This is an optimization exercise on Yosys and OpenROAD, whose aim is small area, not a production implementation.
Only simulation tests tie the RTL to the original design; equivalence was not proved.
Power figures rest on the tool's default switching activity, not on a simulated workload.

===== design.v =====
module Simple_Single_CPU
(
    clk_i,
    rst_n,
    imem_addr_o,
    imem_rdata_i,
    dmem_addr_o,
    dmem_wdata_o,
    dmem_we_o,
    dmem_re_o,
    dmem_rdata_i
);
    input           clk_i;
    input           rst_n;
    output [32-1:0] imem_addr_o;
    input  [32-1:0] imem_rdata_i;
    output [32-1:0] dmem_addr_o;
    output [32-1:0] dmem_wdata_o;
    output          dmem_we_o;
    output          dmem_re_o;
    input  [32-1:0] dmem_rdata_i;
    reg  [2:0] ph;       
    reg        init;     
    reg        pass2;    
    reg        flag;     
    reg        cm;       
    reg        cp;       
    reg [31:0] pc;
    reg [31:0] A;        
    reg [31:0] W;        
    wire p0   = (ph == 3'd0);
    wire last = (ph == 3'd7);
    wire [31:0] I  = imem_rdata_i;
    wire [4:0]  op = I[6:2];
    wire [2:0]  f3 = I[14:12];
    wire is_load  = (op == 5'b00000);
    wire is_opimm = (op == 5'b00100);
    wire is_auipc = (op == 5'b00101);
    wire is_store = (op == 5'b01000);
    wire is_op    = (op == 5'b01100);
    wire is_br    = (op == 5'b11000);
    wire is_jalr  = (op == 5'b11001);
    wire is_jal   = (op == 5'b11011);
    wire is_alu   = is_op | is_opimm;
    wire is_slt   = is_alu & (f3 == 3'b010);
    wire two_pass = is_load | is_store | is_br | is_slt;
    wire fin      = init | pass2 | ~two_pass;    
    reg [31:0] imm;
    always @(*) begin
        case (op)
            5'b01000: imm = {{20{I[31]}}, I[31:25], I[11:7]};
            5'b11000: imm = {{20{I[31]}}, I[7], I[30:25], I[11:8], 1'b0};
            5'b11011: imm = {{12{I[31]}}, I[19:12], I[20], I[30:21], 1'b0};
            5'b00101: imm = {I[31:12], 12'd0};
            default:  imm = {{20{I[31]}}, I[31:20]};
        endcase
    end
    wire [3:0] imm_d = imm[{ph, 2'b00} +: 4];
    wire [3:0] pc_d  = pc[{ph, 2'b00} +: 4];
    wire [3:0] rdig [0:31];
    assign rdig[0] = 4'd0;
    wire [3:0] r1 = rdig[I[19:15]];
    wire [3:0] r2 = rdig[I[24:20]];
    wire       inv   = is_alu & (((f3 == 3'b000) & I[30]) | (f3 == 3'b010));
    wire [3:0] x     = (is_auipc | is_jal | is_br) ? pc_d : r1;
    wire [3:0] b     = is_op ? r2 : imm_d;
    wire [3:0] y     = b ^ {4{inv}};
    wire       cin   = p0 ? inv : cm;
    wire [4:0] msum  = {1'b0, x} + {1'b0, y} + {4'd0, cin};
    wire       lt    = (x[3] ^ b[3]) ? x[3] : msum[3];
    wire [4:0] psum  = {1'b0, pc_d} + {2'd0, p0, 2'd0} + {4'd0, cp & ~p0};
    reg  [3:0] alu_d;
    always @(*) begin
        case (f3)
            3'b000:  alu_d = msum[3:0];
            3'b110:  alu_d = r1 | b;
            default: alu_d = r1 & b;
        endcase
    end
    wire wr1 = ~pass2 & ((is_alu & ~is_slt) | is_auipc | is_jal | is_jalr);
    wire wr2 =  pass2 & (is_load | is_slt);
    wire wr  = ~init & (wr1 | wr2);
    reg  [3:0] wd;
    always @(*) begin
        if (init)
            wd = 4'd0;
        else if (pass2)
            wd = is_load ? (p0 ? dmem_rdata_i[3:0] : W[3:0]) : {3'd0, flag & p0};
        else if (is_jal | is_jalr)
            wd = psum[3:0];
        else if (is_auipc)
            wd = msum[3:0];
        else
            wd = alu_d;
    end
    wire [3:0] wd29 = init ? {(ph == 3'd1), 3'd0} : wd;
    wire [4:0] rd   = I[11:7];
    genvar g;
    generate
        for (g = 1; g < 32; g = g + 1) begin : R
            reg  [31:0] q;
            wire        wen = init | (wr & (rd == g));
            wire [3:0]  din = (g == 29) ? wd29 : wd;
            always @(posedge clk_i)
                q <= {wen ? din : q[3:0], q[31:4]};
            assign rdig[g] = q[3:0];
        end
    endgenerate
    wire       a_m  = (~pass2 & (is_load | is_store | is_jal | is_jalr)) | (pass2 & is_br & flag);
    wire [3:0] a_in = init ? 4'd0 : (a_m ? msum[3:0] : psum[3:0]);
    wire [31:0] a_next = {a_in, A[31:4]};
    wire cap = pass2 & p0;
    always @(posedge clk_i) begin
        A  <= a_next;
        W  <= {r2, cap ? dmem_rdata_i[31:4] : W[31:4]};
        cm <= msum[4];
        cp <= psum[4];
        if (last & fin)
            pc <= a_next;
        if (~pass2) begin
            if (is_slt)
                flag <= lt;
            else
                flag <= (p0 | flag) & (r1 == r2);
        end
    end
    always @(posedge clk_i or negedge rst_n) begin
        if (~rst_n) begin
            ph    <= 3'd0;
            init  <= 1'b1;
            pass2 <= 1'b0;
        end else begin
            ph <= ph + 3'd1;
            if (last) begin
                init  <= 1'b0;
                pass2 <= ~init & ~pass2 & two_pass;
            end
        end
    end
    assign imem_addr_o  = pc;
    assign dmem_addr_o  = A;
    assign dmem_wdata_o = W;
    assign dmem_we_o    = cap & is_store;
    assign dmem_re_o    = cap & is_load;
endmodule

===== flow/run.sh =====
#!/bin/bash
# The standard ORFS flow (standard.sh), with three changes:
#  - synthesis maps logic with an area-only ABC script (flow/abc_area.script:
#    strash; dch; map -a), everything else in synthesis as standard;
#  - the port buffers that global placement inserts are buf_1 cells;
#  - clock tree synthesis clusters up to 30 sinks within 100 um.
# Each ORFS step writes its own log under orfs/logs/; make's output goes to
# synth.log and flow.log in this folder.
set -euo pipefail
HERE=$(pwd)
# ORFS scripts, with only the ABC area script replaced
rm -rf scripts_abc
cp -r "$FLOW_HOME/scripts" scripts_abc
cp flow/abc_area.script scripts_abc/abc_area.script
bash standard.sh ABC_AREA=1 "SCRIPTS_DIR=$HERE/scripts_abc" synth > synth.log 2>&1
bash standard.sh \
  "BUFFER_PORTS_ARGS=-buffer_cell sky130_fd_sc_hd__buf_1" \
  "CTS_ARGS=-sink_clustering_enable -repair_clock_nets -sink_clustering_size 30 -sink_clustering_max_diameter 100 -buf_list {sky130_fd_sc_hd__clkbuf_16 sky130_fd_sc_hd__clkbuf_8 sky130_fd_sc_hd__clkbuf_4}" \
  finish > flow.log 2>&1

===== flow/abc_area.script =====
strash
dch
map -a
topo

===== standard.sh =====
#!/bin/bash
# synth_recipe.tcl (not shown) runs the flow's synth.tcl, then flattens the netlist and writes it again
# the make line also repeats each setting of config.mk as NAME=value (left out here)
make -C /OpenROAD-flow-scripts/flow DESIGN_CONFIG=/design/flow/config.mk WORK_HOME=/design/flow/orfs CLKGATE_MAP_FILE= SYNTH_SCRIPT=/design/flow/synth_recipe.tcl "${@:-finish}"

===== config.mk =====
export PLATFORM = sky130hd
export DESIGN_NAME = Simple_Single_CPU
export DESIGN_NICKNAME = Simple_Single_CPU
export VERILOG_FILES = /design/flow/design.v
export SDC_FILE = /design/flow/constraint.sdc
export NUM_CORES = 8
export LEC_CHECK = 0
export CAP_MARGIN = 0
export CORE_MARGIN = 2
export CORE_UTILIZATION = 55
export GPL_ROUTABILITY_DRIVEN = 0
export GPL_TIMING_DRIVEN = 0
export PLACE_DENSITY = 0.7
export SLEW_MARGIN = 0

===== constraint.sdc =====
create_clock -name core_clock -period 20.0 [get_ports {clk_i}]
set_input_delay 4.0000 -clock core_clock [delete_from_list [all_inputs] [get_ports {clk_i}]]
set_output_delay 4.0000 -clock core_clock [all_outputs]
set_load 0.01 [all_outputs]

==> impl_metrics.tcl, run 1 <==
set metrics [dict create \
    cp_cell_sequence "buf_1 -> clkinv_1 -> nand2_1 -> nor2_1 -> a22oi_1 -> nand4_1 -> a2111oi_0 -> nand4_1 -> mux2i_1 -> fa_1 -> fa_1 -> xnor2_1 -> a21oi_1 -> o21ai_0 -> nand3_1 -> a21oi_1 -> o21ai_4 -> buf_16 -> o21ai_0" \
    synth-main-ff-cell "dfxtp_1" \
    path_buf_inv 3 \
    rsz0062_at_grt "no" \
    endpoint_kind "flip-flop" \
    routed-wl-met3_um 6000 \
    final.setup.tns_ps 0 \
    syn-cell-area_sq_mm 0.0273 \
    avgSynthCellArea_sq_um 13.3 \
    setup_viol 0 \
    clk_latency_ps 620 \
    cts_setup_buffers 0 \
    synth_edf_count 33 \
    drive_gt1_share_pct 4.23 \
    slew_headroom_pct 5.05 \
    r2r-start "ph[0]$_DFF_PN0_" \
    switchingPower_mw 0.687 \
    yosysSeqAreaShare_pct 81.6 \
    vias_per_cell 5.39 \
    hp-class "flip-flop to flip-flop" \
    worstMarginPinSlew_ps 1390 \
    fin_crit_ps 9950 \
    grt_pass1_wl_um 87500 \
    hold_start "R[25].q[17]$_DFF_P_" \
    sw_frac_of_total_pct 20.6 \
    peakVddDrop_v 0.0000647 \
    cp_max_fo 18 \
    pre_cts_slack_ps 9990 \
    clkPwrFrac_pct 29.8 \
    drtIter0Drc 2086 \
    top_layer_used "met5" \
    crit_slowest_cell "a2111oi_0" \
    synth_top_area_share_pct 77.5 \
    worst-setup-path-type "primary input to flip-flop" \
    max-clock-path-buffers 3 \
    slowest_delay_ps 1160 \
    ys_types 35 \
    crit_family "compound AO/OA/AOI/OAI gates" \
    p_int_mw 2.65 \
    clock_sinks 1096 \
    fp.coreArea_sq_mm 0.0490 \
    initial_core_util_pct 55.8 \
    cap_violations 0 \
    crit_start "imem_rdata_i[19]" \
    track_usage_pct 23.0 \
    hold_ws_ps 323 \
    synth-async-reset-ratio_pct 0.456 \
    die_h_um 227 \
    wl_per_cell_um 20.3 \
    grt_max_degree 38 \
    met2_length_um 25600 \
    yosysTopAreaCell "dfxtp_1" \
    route.detailed.drc 0 \
    die_area_sq_mm 0.0515 \
    grt_pass1_vias 14691 \
    final.period_utilization_pct 49.8 \
    post_cts_resized 0 \
    root_buffer "clkbuf_16" \
    m1WireLength_um 25300 \
    maxSlewViolCount 0 \
    numPortBuffers 161 \
    rows 81 \
    vias 15870 \
    numCtsBuffers 42 \
    clk_pin_slew_ps 100 \
    die_w_um 227 \
    critPathArrivalTime_ps 10410 \
    drtPass1Iterations 14 \
    hold_viol_final 0 \
    overflow 0 \
    worst_slack_ps 10050 \
    critPathLaunchType "primary input" \
    htreeDepth 2 \
    postSynthCellCount 2057 \
    antenna_found_initial 8 \
    power.density_mw_per_mm2 111 \
    synth_most_common_cell "dfxtp_1" \
    wirelength_um 59700 \
    netlist_top_cells_count "dfxtp_1 (1058), nand2_1 (211), nor2_1 (175)" \
    combPwrFrac_pct 2.7 \
    tritoncts "built" \
    power.leakage_nw 11.3 \
    synth-seq-cells 1096 \
    seqPwrFrac_pct 67.4 \
    yosys_warnings 1 \
    syn_nets 2135 \
    io_pins 164 \
    nets 2344 \
    status "finished clean" \
    areaGrowthSynthToFinish_pct 9.98 \
    fmax_mhz 100 \
    worstPathRequired_ps 20450 \
    yosys-top-cells-area "dfxtp_1 (77%), edfxtp_1 (3.6%), o21ai_0 (3.1%)" \
    drtAntennaViolNets 0 \
    skew_ps 28.5 \
    dp_hpwl_um 42200 \
    hold_buffers 0 \
]
logic make-up (layout without fill, tap and decap cells):
group,count (synthesis),after routing,share of synthesized area [%]
buf+inv,80,295,1.10
fa+ha+maj,12,12,0.604
xor+xnor,10,10,0.320
flops,1096,1096,81.6
mux,30,30,1.23
compound gates,390,390,8.70
simple gates,439,439,6.46
other cells,0,6,0
through the flow:
| stage | power [mW] | util [%] | cell area [sq um] | std cells |
|---|---|---|---|---|
| detailed placement | 2.39 | 59.1 | 28900 | 2886 |
| global route | 3.44 | 61.4 | 30000 | 2938 |
| global placement | 2.38 | 58.8 | 28800 | 2882 |
| finish | 3.34 | 61.4 | 30100 | 2942 |
| CTS | 3.36 | 61.4 | 30000 | 2936 |
| floorplan | 2.34 | - | 27300 | 2057 |
registers in the layout (all words and copies together) (netlist names):
name   count
cm         1
W         32
pass2      1
cp         1
pc        32
R.q      992
ph         3
flag       1
init       1
A         32
path summary, 6_finish.rpt:
path	end	slack (ps)	cells past startpoint
hold / removal	R[25].q[13]$_DFF_P_	320	0
setup / recovery	R[11].q[30]$_DFF_P_	10050	19
max in group asynchronous	init$_DFFE_PN1P_	16430	1
setup reg to reg	R[11].q[30]$_DFF_P_	13420	18
hold reg to reg	R[25].q[13]$_DFF_P_	320	0
min in group asynchronous	ph[2]$_DFF_PN0_	3270	1
per-layer routing:
layer / global-route usage, % / vias to the layer above
li1: - / 7338
met1: 30.2 / 7351
met2: 35.6 / 922
met3: 6.52 / 249
met4: 10.2 / 10
met5: 0 / -
layout by cell type, fill, tap and decap left out, types with 3 or more instances in the layout:
cell,n
dfxtp_1,1058
nand2_1,210
nor2_1,175
o21ai_0,170
buf_1,161
a22oi_1,109
clkinv_1,80
a21oi_1,56
clkbuf_16,42
edfxtp_1,33
nand4_1,29
mux2_2,28
nand3_1,13
a221oi_1,10
ha_1,10
a31oi_1,8
diode_2,6
o22ai_1,6
nor3_1,5
xor2_1,5
xnor2_1,5
o211ai_1,4
a32oi_1,4
dfrtp_1,4
o221ai_1,3
o31ai_1,3
a22o_2,3
or4_2,3
nor4_1,3
clkbuf_4,3
buf_16,3
power groups by stage:
stage | sequential [mW] | combinational, mW | clock, mW
final | 2.25 | 0.0917 | 0.995
after global routing | 2.26 | 0.0980 | 1.09
after CTS | 2.25 | 0.0890 | 1.02
after detailed placement | 2.30 | 0.0884 | 0
after global placement | 2.30 | 0.0815 | 0
after floorplan | 2.30 | 0.0368 | 0
final cells by class:
type	instances	area, sq um
clock buffer	45	1070
tap	664	831
timing repair buffer	165	707
multi-input combinational	881	4780
inverter	80	300
antenna	6	15.0
clock inverter	5	55.1
sequential	1096	22300
fill	3774	18900
==> run 2, diff against run 1 <==
--- a/flow/run.sh
+++ b/flow/run.sh
@@ -3,3 +3,4 @@
 #  - synthesis maps logic with an area-only ABC script (flow/abc_area.script:
-#    strash; dch; map -a), everything else in synthesis as standard;
+#    strash; &deepsyn -I 2 -J 100; dch; map -a), everything else in synthesis
+#    as standard;
 #  - the port buffers that global placement inserts are buf_1 cells;
==> flow/abc_area.script (replaced) <==
strash
&get -n
&deepsyn -I 2 -J 100
&put
dch
map -a
topo
--- a/config.mk
+++ b/config.mk
@@ -7,8 +7,6 @@
 export LEC_CHECK = 0
-export CAP_MARGIN = 0
+export CAP_MARGIN = 20
 export CORE_MARGIN = 2
 export CORE_UTILIZATION = 55
-export GPL_ROUTABILITY_DRIVEN = 0
-export GPL_TIMING_DRIVEN = 0
 export PLACE_DENSITY = 0.7
-export SLEW_MARGIN = 0
+export SLEW_MARGIN = 20
==> impl_metrics.tcl, run 2 <==
set metrics [dict create \
    status "finished clean" \
    max-clock-path-buffers 3 \
    antenna_found_initial 1 \
    fmax_mhz 102 \
    power.density_mw_per_mm2 113 \
    yosys-top-cells-area "dfxtp_1 (78%), nand2_1 (4.5%), edfxtp_1 (3.7%)" \
    yosys.area_share.simple_pct 6.69 \
    initial_core_util_pct 55.6 \
    crit_slowest_cell "a2111oi_0" \
    wl_per_cell_um 21.7 \
    clock_sinks 1096 \
    endpoint_kind "flip-flop" \
    numPortBuffers 161 \
    overflow 0 \
    tritoncts "built" \
    final.setup.tns_ps 0 \
    largest_register "R.q" \
    final.period_utilization_pct 49.0 \
    nets 2358 \
    largest_reg_flops 992 \
    rsz0062_at_grt "no" \
    synth-compound-area-share_pct 8.78 \
    synth-async-reset-ratio_pct 0.456 \
    avgSynthCellArea_sq_um 13.2 \
    synthXorXnorAreaFrac_pct 0.323 \
    hp-class "flip-flop to flip-flop" \
    ys_types 40 \
    setup_viol 0 \
    power.leakage_nw 11.2 \
    die_area_sq_mm 0.0511 \
    fin_crit_ps 9800 \
    place_congestion 0.913 \
    route.detailed.drc 0 \
    netlist_top_cells_count "dfxtp_1 (1058), nand2_1 (324), o21ai_0 (174)" \
    numCtsBuffers 43 \
    vias 15352 \
    r2r_end "R[28].q[30]$_DFF_P_" \
    die_w_um 226 \
    areaGrowthSynthToFinish_pct 10.5 \
    cp_max_fo 31 \
    vias_per_cell 5.20 \
    htreeDepth 2 \
    pre_cts_slack_ps 9780 \
    synth_fa_ha_area_share_pct 0.609 \
    dp.cells 2899 \
    final_cell_mix "dfxtp_1 (1058), nand2_1 (322), o21ai_0 (170)" \
    rows 81 \
    critPathLaunchType "primary input" \
    synth_top_area_share_pct 78.2 \
    synth_most_common_cell "dfxtp_1" \
    final_cells 2950 \
    drive_gt1_share_pct 4.02 \
    postSynthCellCount 2056 \
    clk_pin_slew_ps 100 \
    slowest_delay_ps 870 \
    peakVddDrop_v 0.000106 \
    hold_buffers 0 \
    synth_mux_area_share_pct 0 \
    worst-setup-path-type "primary input to flip-flop" \
    cp_cell_sequence "buf_1 -> clkinv_1 -> nand2_1 -> clkinv_1 -> a22oi_1 -> nand2_1 -> o21ai_0 -> nand3_1 -> a2111oi_0 -> clkinv_1 -> nand2_1 -> nand2_1 -> xor2_1 -> clkinv_1 -> fa_1 -> xor2_1 -> o22ai_1 -> a211oi_1 -> o21ai_0 -> nand2_2 -> o21ai_0" \
    rrSetupSlack_ps 13890 \
    worst_slack_ps 10200 \
    crit_path_end "R[28].q[30]$_DFF_P_" \
    skew_ps 26.4 \
    r2r_cells 18 \
    track_usage_pct 25.0 \
    worstMarginPinSlew_ps 1090 \
    cap_violations 0 \
    crit_family "compound AO/OA/AOI/OAI gates" \
    drtPass1Iterations 7 \
    cp_num_cells 21 \
    cts_setup_buffers 0 \
    die_h_um 226 \
    maxSlewViolCount 0 \
    synth_top_family_by_area "compound AO/OA/AOI/OAI gates" \
    yosysTopAreaCell "dfxtp_1" \
    drtIter0Drc 1643 \
    hold_viol_final 0 \
    grt_max_degree 34 \
    grt_pass1_vias 14814 \
    slew_headroom_pct 25.5 \
    syn-cell-area_sq_mm 0.0271 \
    io_pins 164 \
    r2r-start "ph[0]$_DFF_PN0_" \
    path_buf_inv 5 \
    worstPathRequired_ps 20410 \
    clk_latency_ps 610 \
    final_common_cell "dfxtp_1" \
    synth-seq-cells 1096 \
    yosysSeqAreaShare_pct 82.3 \
    synth_edf_count 33 \
    wirelength_um 64100 \
    post_cts_resized 0 \
    dp_hpwl_um 45100 \
    synth-main-ff-cell "dfxtp_1" \
    critPathArrivalTime_ps 10210 \
    grt_pass1_wl_um 93300 \
    root_buffer "clkbuf_16" \
    fp.coreArea_sq_mm 0.0487 \
    syn_nets 2134 \
    antenna_cells 0 \
    crit_start "imem_rdata_i[23]" \
    yosys_warnings 1 \
    drtAntennaViolNets 0 \
]
[run 2: cell types whose count changed in the layout (fill, tap and decap cells not counted), sizes merged, moves of 22 or more]
| cell | delta |
|---|---|
| a22oi | -24 |
| nand2 | +113 |
| mux2 | -28 |
| nand3 | +22 |
| nor2 | -109 |
| nand4 | -23 |
[run 2: cell families (layout without fill, tap and decap cells)]
group,Yosys count,in the layout
adders and majority gates,12,12
xor gates and xnor gates,10,10
DFF,1096,1096
AOI/OAI and AO/OA,385,385
buffers and inverters,96,326
and+or+nand+nor,457,457
[run 2: layout make-up]
type | instances | area [sq um]
clock buffers | 48 | 1150
multi-input cells | 864 | 4510
clock inverters | 3 | 52.6
fillers | 3779 | 18800
repair buffers | 179 | 739
flip-flops and latches | 1096 | 22300
inverters | 96 | 360
well taps | 664 | 831
[run 2: where the power goes]
group	switching (mW)	internal, mW	total, mW	leakage [nW]
clock network	0.611	0.419	1.03	0.592
registers	0.0225	2.24	2.26	8.91
logic	0.0739	0.0247	0.0986	1.73
[run 2: metrics by stage]
| stage | instance area, sq um | utilization (%) | hold WS, ps | power [mW] |
|---|---|---|---|---|
| 2_1_floorplan | 27100 | - | 310 | 2.34 |
| 3_3_place_gp | 28700 | 58.9 | 310 | 2.40 |
| 3_5_place_dp | 28700 | 58.9 | 312 | 2.41 |
| 4_1_cts | 29900 | 61.4 | 323 | 3.41 |
| 5_1_grt | 29900 | 61.4 | 323 | 3.49 |
| 6_report | 29900 | 61.4 | 322 | 3.39 |
[run 2: worst min path at each step]
stage                              from             endpoint  slack (ps)  depth (start not counted)
floorplan            R[10].q[4]$_DFF_P_   R[10].q[0]$_DFF_P_         310                          0
global placement    R[17].q[24]$_DFF_P_  R[17].q[20]$_DFF_P_         310                          0
detailed placement  R[11].q[18]$_DFF_P_  R[11].q[14]$_DFF_P_         310                          0
CTS                   R[3].q[6]$_DFF_P_    R[3].q[2]$_DFF_P_         320                          0
global route        R[17].q[30]$_DFF_P_  R[17].q[26]$_DFF_P_         320                          0
finish                R[3].q[6]$_DFF_P_    R[3].q[2]$_DFF_P_         320                          0
[run 2: layer usage]
layer	track usage [%]	wire, um	share of wire [%]	vias to the layer above
met5	0	13	0.020	-
met2	40.4	28700	45	600
li1	-	-	-	7297
met1	34.2	29000	45	7324
met3	4.36	4210	6.6	129
met4	8.78	2190	3.4	2
==> run 3, diff against run 2 <==
--- a/design.v
+++ b/design.v
@@ -114,3 +114,3 @@
         A  <= a_next;
-        W  <= {r2, cap ? dmem_rdata_i[31:4] : W[31:4]};
+        W  <= cap ? {dmem_rdata_i[3:0], dmem_rdata_i[31:4]} : {r2, W[31:4]};
         cm <= msum[4];
--- a/flow/run.sh
+++ b/flow/run.sh
@@ -3,4 +3,3 @@
 #  - synthesis maps logic with an area-only ABC script (flow/abc_area.script:
-#    strash; &deepsyn -I 2 -J 100; dch; map -a), everything else in synthesis
-#    as standard;
+#    strash; dch; map -a), everything else in synthesis as standard;
 #  - the port buffers that global placement inserts are buf_1 cells;
@@ -18,3 +17,3 @@
   "BUFFER_PORTS_ARGS=-buffer_cell sky130_fd_sc_hd__buf_1" \
-  "CTS_ARGS=-sink_clustering_enable -repair_clock_nets -sink_clustering_size 30 -sink_clustering_max_diameter 100 -buf_list {sky130_fd_sc_hd__clkbuf_16 sky130_fd_sc_hd__clkbuf_8 sky130_fd_sc_hd__clkbuf_4}" \
+  "CTS_ARGS=-sink_clustering_enable -repair_clock_nets -sink_clustering_size 18 -sink_clustering_max_diameter 60 -buf_list {sky130_fd_sc_hd__clkbuf_8}" \
   finish > flow.log 2>&1
==> flow/abc_area.script (replaced) <==
strash
dch
map -a
topo
==> impl_metrics.tcl, run 3 <==
set metrics [dict create \
    numCtsBuffers 72 \
    hold_viol_final 0 \
    overflow 0 \
    r2r_cells 15 \
    setup_viol 0 \
    clkPwrFrac_pct 30.0 \
    vias 15557 \
    switchingPower_mw 0.707 \
    yosysSeqAreaShare_pct 81.2 \
    yosys.area_share.simple_pct 6.49 \
    antenna_found_initial 2 \
    hold_buffers 0 \
    combPwrFrac_pct 2.7 \
    yosys_warnings 1 \
    final.setup.tns_ps 0 \
    yosys-top-cells-area "dfxtp_1 (77%), edfxtp_1 (3.6%), o21ai_0 (3.1%)" \
    syn_nets 2154 \
    postSynthCellCount 2076 \
    post_cts_resized 0 \
    synth-compound-area-share_pct 8.96 \
    hp-class "flip-flop to flip-flop" \
    endpoint_kind "flip-flop" \
    final.period_utilization_pct 50.3 \
    yosysTopAreaCell "dfxtp_1" \
    crit_family "simple AND/OR/NAND/NOR gates" \
    synth_mux_area_share_pct 1.31 \
    cts_setup_buffers 0 \
    largest_reg_flops 992 \
    crit_path_end "R[3].q[30]$_DFF_P_" \
    avgSynthCellArea_sq_um 13.2 \
    netlist_top_cells_count "dfxtp_1 (1058), nand2_1 (213), nor2_1 (175)" \
    status "finished clean" \
    holdPathStages 0 \
    p_int_mw 2.65 \
    drtAntennaViolNets 0 \
    synth_most_common_cell "dfxtp_1" \
    root_buffer "clkbuf_8" \
    crit_slowest_cell "nand2_2" \
    drtIter0Drc 1353 \
    worstPathRequired_ps 20570 \
    path_buf_inv 4 \
    crit_start "imem_rdata_i[3]" \
    die_w_um 227 \
    vias_per_cell 5.18 \
    synth-async-reset-ratio_pct 0.456 \
    cap_violations 0 \
    maxSlewViolCount 0 \
    nets 2399 \
    grt_pass1_wl_um 92900 \
    critPathLaunchType "primary input" \
    synth_fa_ha_area_share_pct 0.602 \
    fin_crit_ps 10060 \
    synth_top_area_share_pct 77.1 \
    worst-setup-path-type "primary input to flip-flop" \
    dp_hpwl_um 46800 \
    drive_gt1_share_pct 6.12 \
    die_area_sq_mm 0.0517 \
    syn-cell-area_sq_mm 0.0275 \
    hold_ws_ps 320 \
    route.detailed.drc 0 \
    clk_latency_ps 710 \
    rrSetupSlack_ps 14170 \
    largest_register "R.q" \
    worst_slack_ps 9940 \
    grt_max_degree 36 \
    rows 81 \
    synth-main-ff-cell "dfxtp_1" \
    fp.coreArea_sq_mm 0.0492 \
    synth-seq-cells 1096 \
    slowest_delay_ps 620 \
    grt_pass1_vias 14809 \
    power.leakage_nw 11.5 \
    clock_sinks 1096 \
    synth_top_family_by_area "compound AO/OA/AOI/OAI gates" \
    pre_cts_slack_ps 9350 \
    clk_pin_slew_ps 100 \
    rsz0062_at_grt "no" \
    final_cell_mix "dfxtp_1 (1058), nand2_1 (211), nor2_1 (175)" \
    cp_max_fo 31 \
    htreeDepth 3 \
    drtPass1Iterations 7 \
    fmax_mhz 99.4 \
    tritoncts "built" \
    worstMarginPinSlew_ps 1140 \
    critPathArrivalTime_ps 10630 \
    io_pins 164 \
    numPortBuffers 161 \
    r2r-start "R[18].q[1]$_DFF_P_" \
    slew_headroom_pct 23.8 \
    synth_edf_count 33 \
    track_usage_pct 25.0 \
    r2r_end "R[3].q[30]$_DFF_P_" \
    skew_ps 27.1 \
    cp_num_cells 24 \
    synthXorXnorAreaFrac_pct 0.319 \
    initial_core_util_pct 55.9 \
    fillers 3824 \
    cp_cell_sequence "buf_1 -> nor2_1 -> nand2_1 -> clkinv_1 -> nor2_1 -> clkinv_1 -> nor2_1 -> a21oi_1 -> clkinv_1 -> a21oi_1 -> o311ai_0 -> nand3_1 -> o311ai_0 -> nand2_1 -> xor2_1 -> fa_1 -> fa_1 -> xnor2_1 -> a21oi_1 -> a211oi_1 -> a211oi_1 -> o21ai_0 -> nand2_2 -> o21ai_0" \
    seqPwrFrac_pct 67.2 \
    peakVddDrop_v 0.0000973 \
    sw_frac_of_total_pct 21.1 \
    areaGrowthSynthToFinish_pct 10.0 \
    power.density_mw_per_mm2 111 \
    dp.cells 2911 \
    wirelength_um 64300 \
    max-clock-path-buffers 3 \
    die_h_um 227 \
    place_congestion 0.964 \
    final_cells 3003 \
    final_util_pct 61.5 \
    ys_types 37 \
    wl_per_cell_um 21.4 \
    final_common_cell "dfxtp_1" \
]
run 3: area by class of cell:
type | instances | area [sq um] | area share, %
Inverter | 81 | 304 | 1.01
Tap cell | 664 | 831 | 2.75
Antenna cell | 2 | 5.00 | 0.0166
Clock buffer | 75 | 1030 | 3.42
Timing Repair Buffer | 171 | 679 | 2.25
Clock inverter | 15 | 183 | 0.605
Sequential cell | 1096 | 22300 | 73.8
Multi-Input combinational cell | 899 | 4880 | 16.1
run 3: routing by layer:
metal	track usage, %	wire length, um	vias to the layer above
met5	0	0	-
met4	10.2	2360	0
met3	4.80	3620	135
met2	39.3	28700	533
met1	34.4	29600	7421
li1	-	-	7468
run 3: cells by family (layout without fill, tap and decap cells):
logic type,after synthesis,in the layout
adder cells (fa/ha/maj),12,12
XOR/XNOR,10,10
flip-flops,1096,1096
multiplexers,32,32
AND/OR/NAND/NOR,446,446
buffers and inverters,81,342
other,0,2
AO/OA/AOI/OAI,399,399
run 3: worst min-delay path by stage:
stage / start / to / slack (ps)
3_5_place_dp: R[10].q[7]$_DFF_P_ / R[10].q[3]$_DFF_P_ / 310
5_1_grt: R[1].q[27]$_DFF_P_ / R[1].q[23]$_DFF_P_ / 330
4_1_cts: R[4].q[16]$_DFF_P_ / R[4].q[12]$_DFF_P_ / 320
2_1_floorplan: R[10].q[4]$_DFF_P_ / R[10].q[0]$_DFF_P_ / 310
3_3_place_gp: R[20].q[18]$_DFF_P_ / R[20].q[14]$_DFF_P_ / 310
6_report: R[4].q[16]$_DFF_P_ / R[4].q[12]$_DFF_P_ / 320
run 3: power by group through the flow:
stage | sequential [mW] | clock [mW] | combinational, mW
6_report | 2.25 | 1.01 | 0.0915
5_1_grt | 2.26 | 1.11 | 0.100
4_1_cts | 2.26 | 1.04 | 0.0906
3_5_place_dp | 2.31 | 0 | 0.0902
3_3_place_gp | 2.30 | 0 | 0.0900
2_1_floorplan | 2.30 | 0 | 0.0391
run 3: metrics by stage:
step	power (mW)	instance area [sq um]
after global routing	3.47	30200
after global placement	2.39	29000
after CTS	3.38	30200
after floorplan	2.34	27500
after detailed placement	2.40	29000
final	3.35	30200

-- static timing again, ports no longer ideal --
Ports are ideal in the flow. The routed layouts listed here were re-timed in OpenROAD.
Step 1 assumes that a clkbuf_16 drives the clock port and a buf_2 every other input.
Step 2, shift: input delay + t, output delay - t, t = (earliest + latest rising clock arrival at the registers) / 2. This alone moves slack from input paths to output paths.
Slacks: ideal ports / drivers / drivers and shift; pairs: ideal ports / drivers.
run	t (ns)	setup slack, ns	worst setup path after step 2	worst register clock-pin slew, ns	worst data-port slew with drivers (ns)
run 1	0.663	10.048 / 10.022 / 9.359	input to register	0.11 / 0.11	0.13
run 2	0.653	10.202 / 10.236 / 9.584	input to register	0.11 / 0.11	0.12
run 3	0.748	9.938 / 9.913 / 9.165	input to register	0.11 / 0.11	0.09
After both steps setup and hold are still met in every run listed. The setup slack of run 3, which loses most, moves by -0.025 ns with the drivers and by -0.773 ns with both steps.
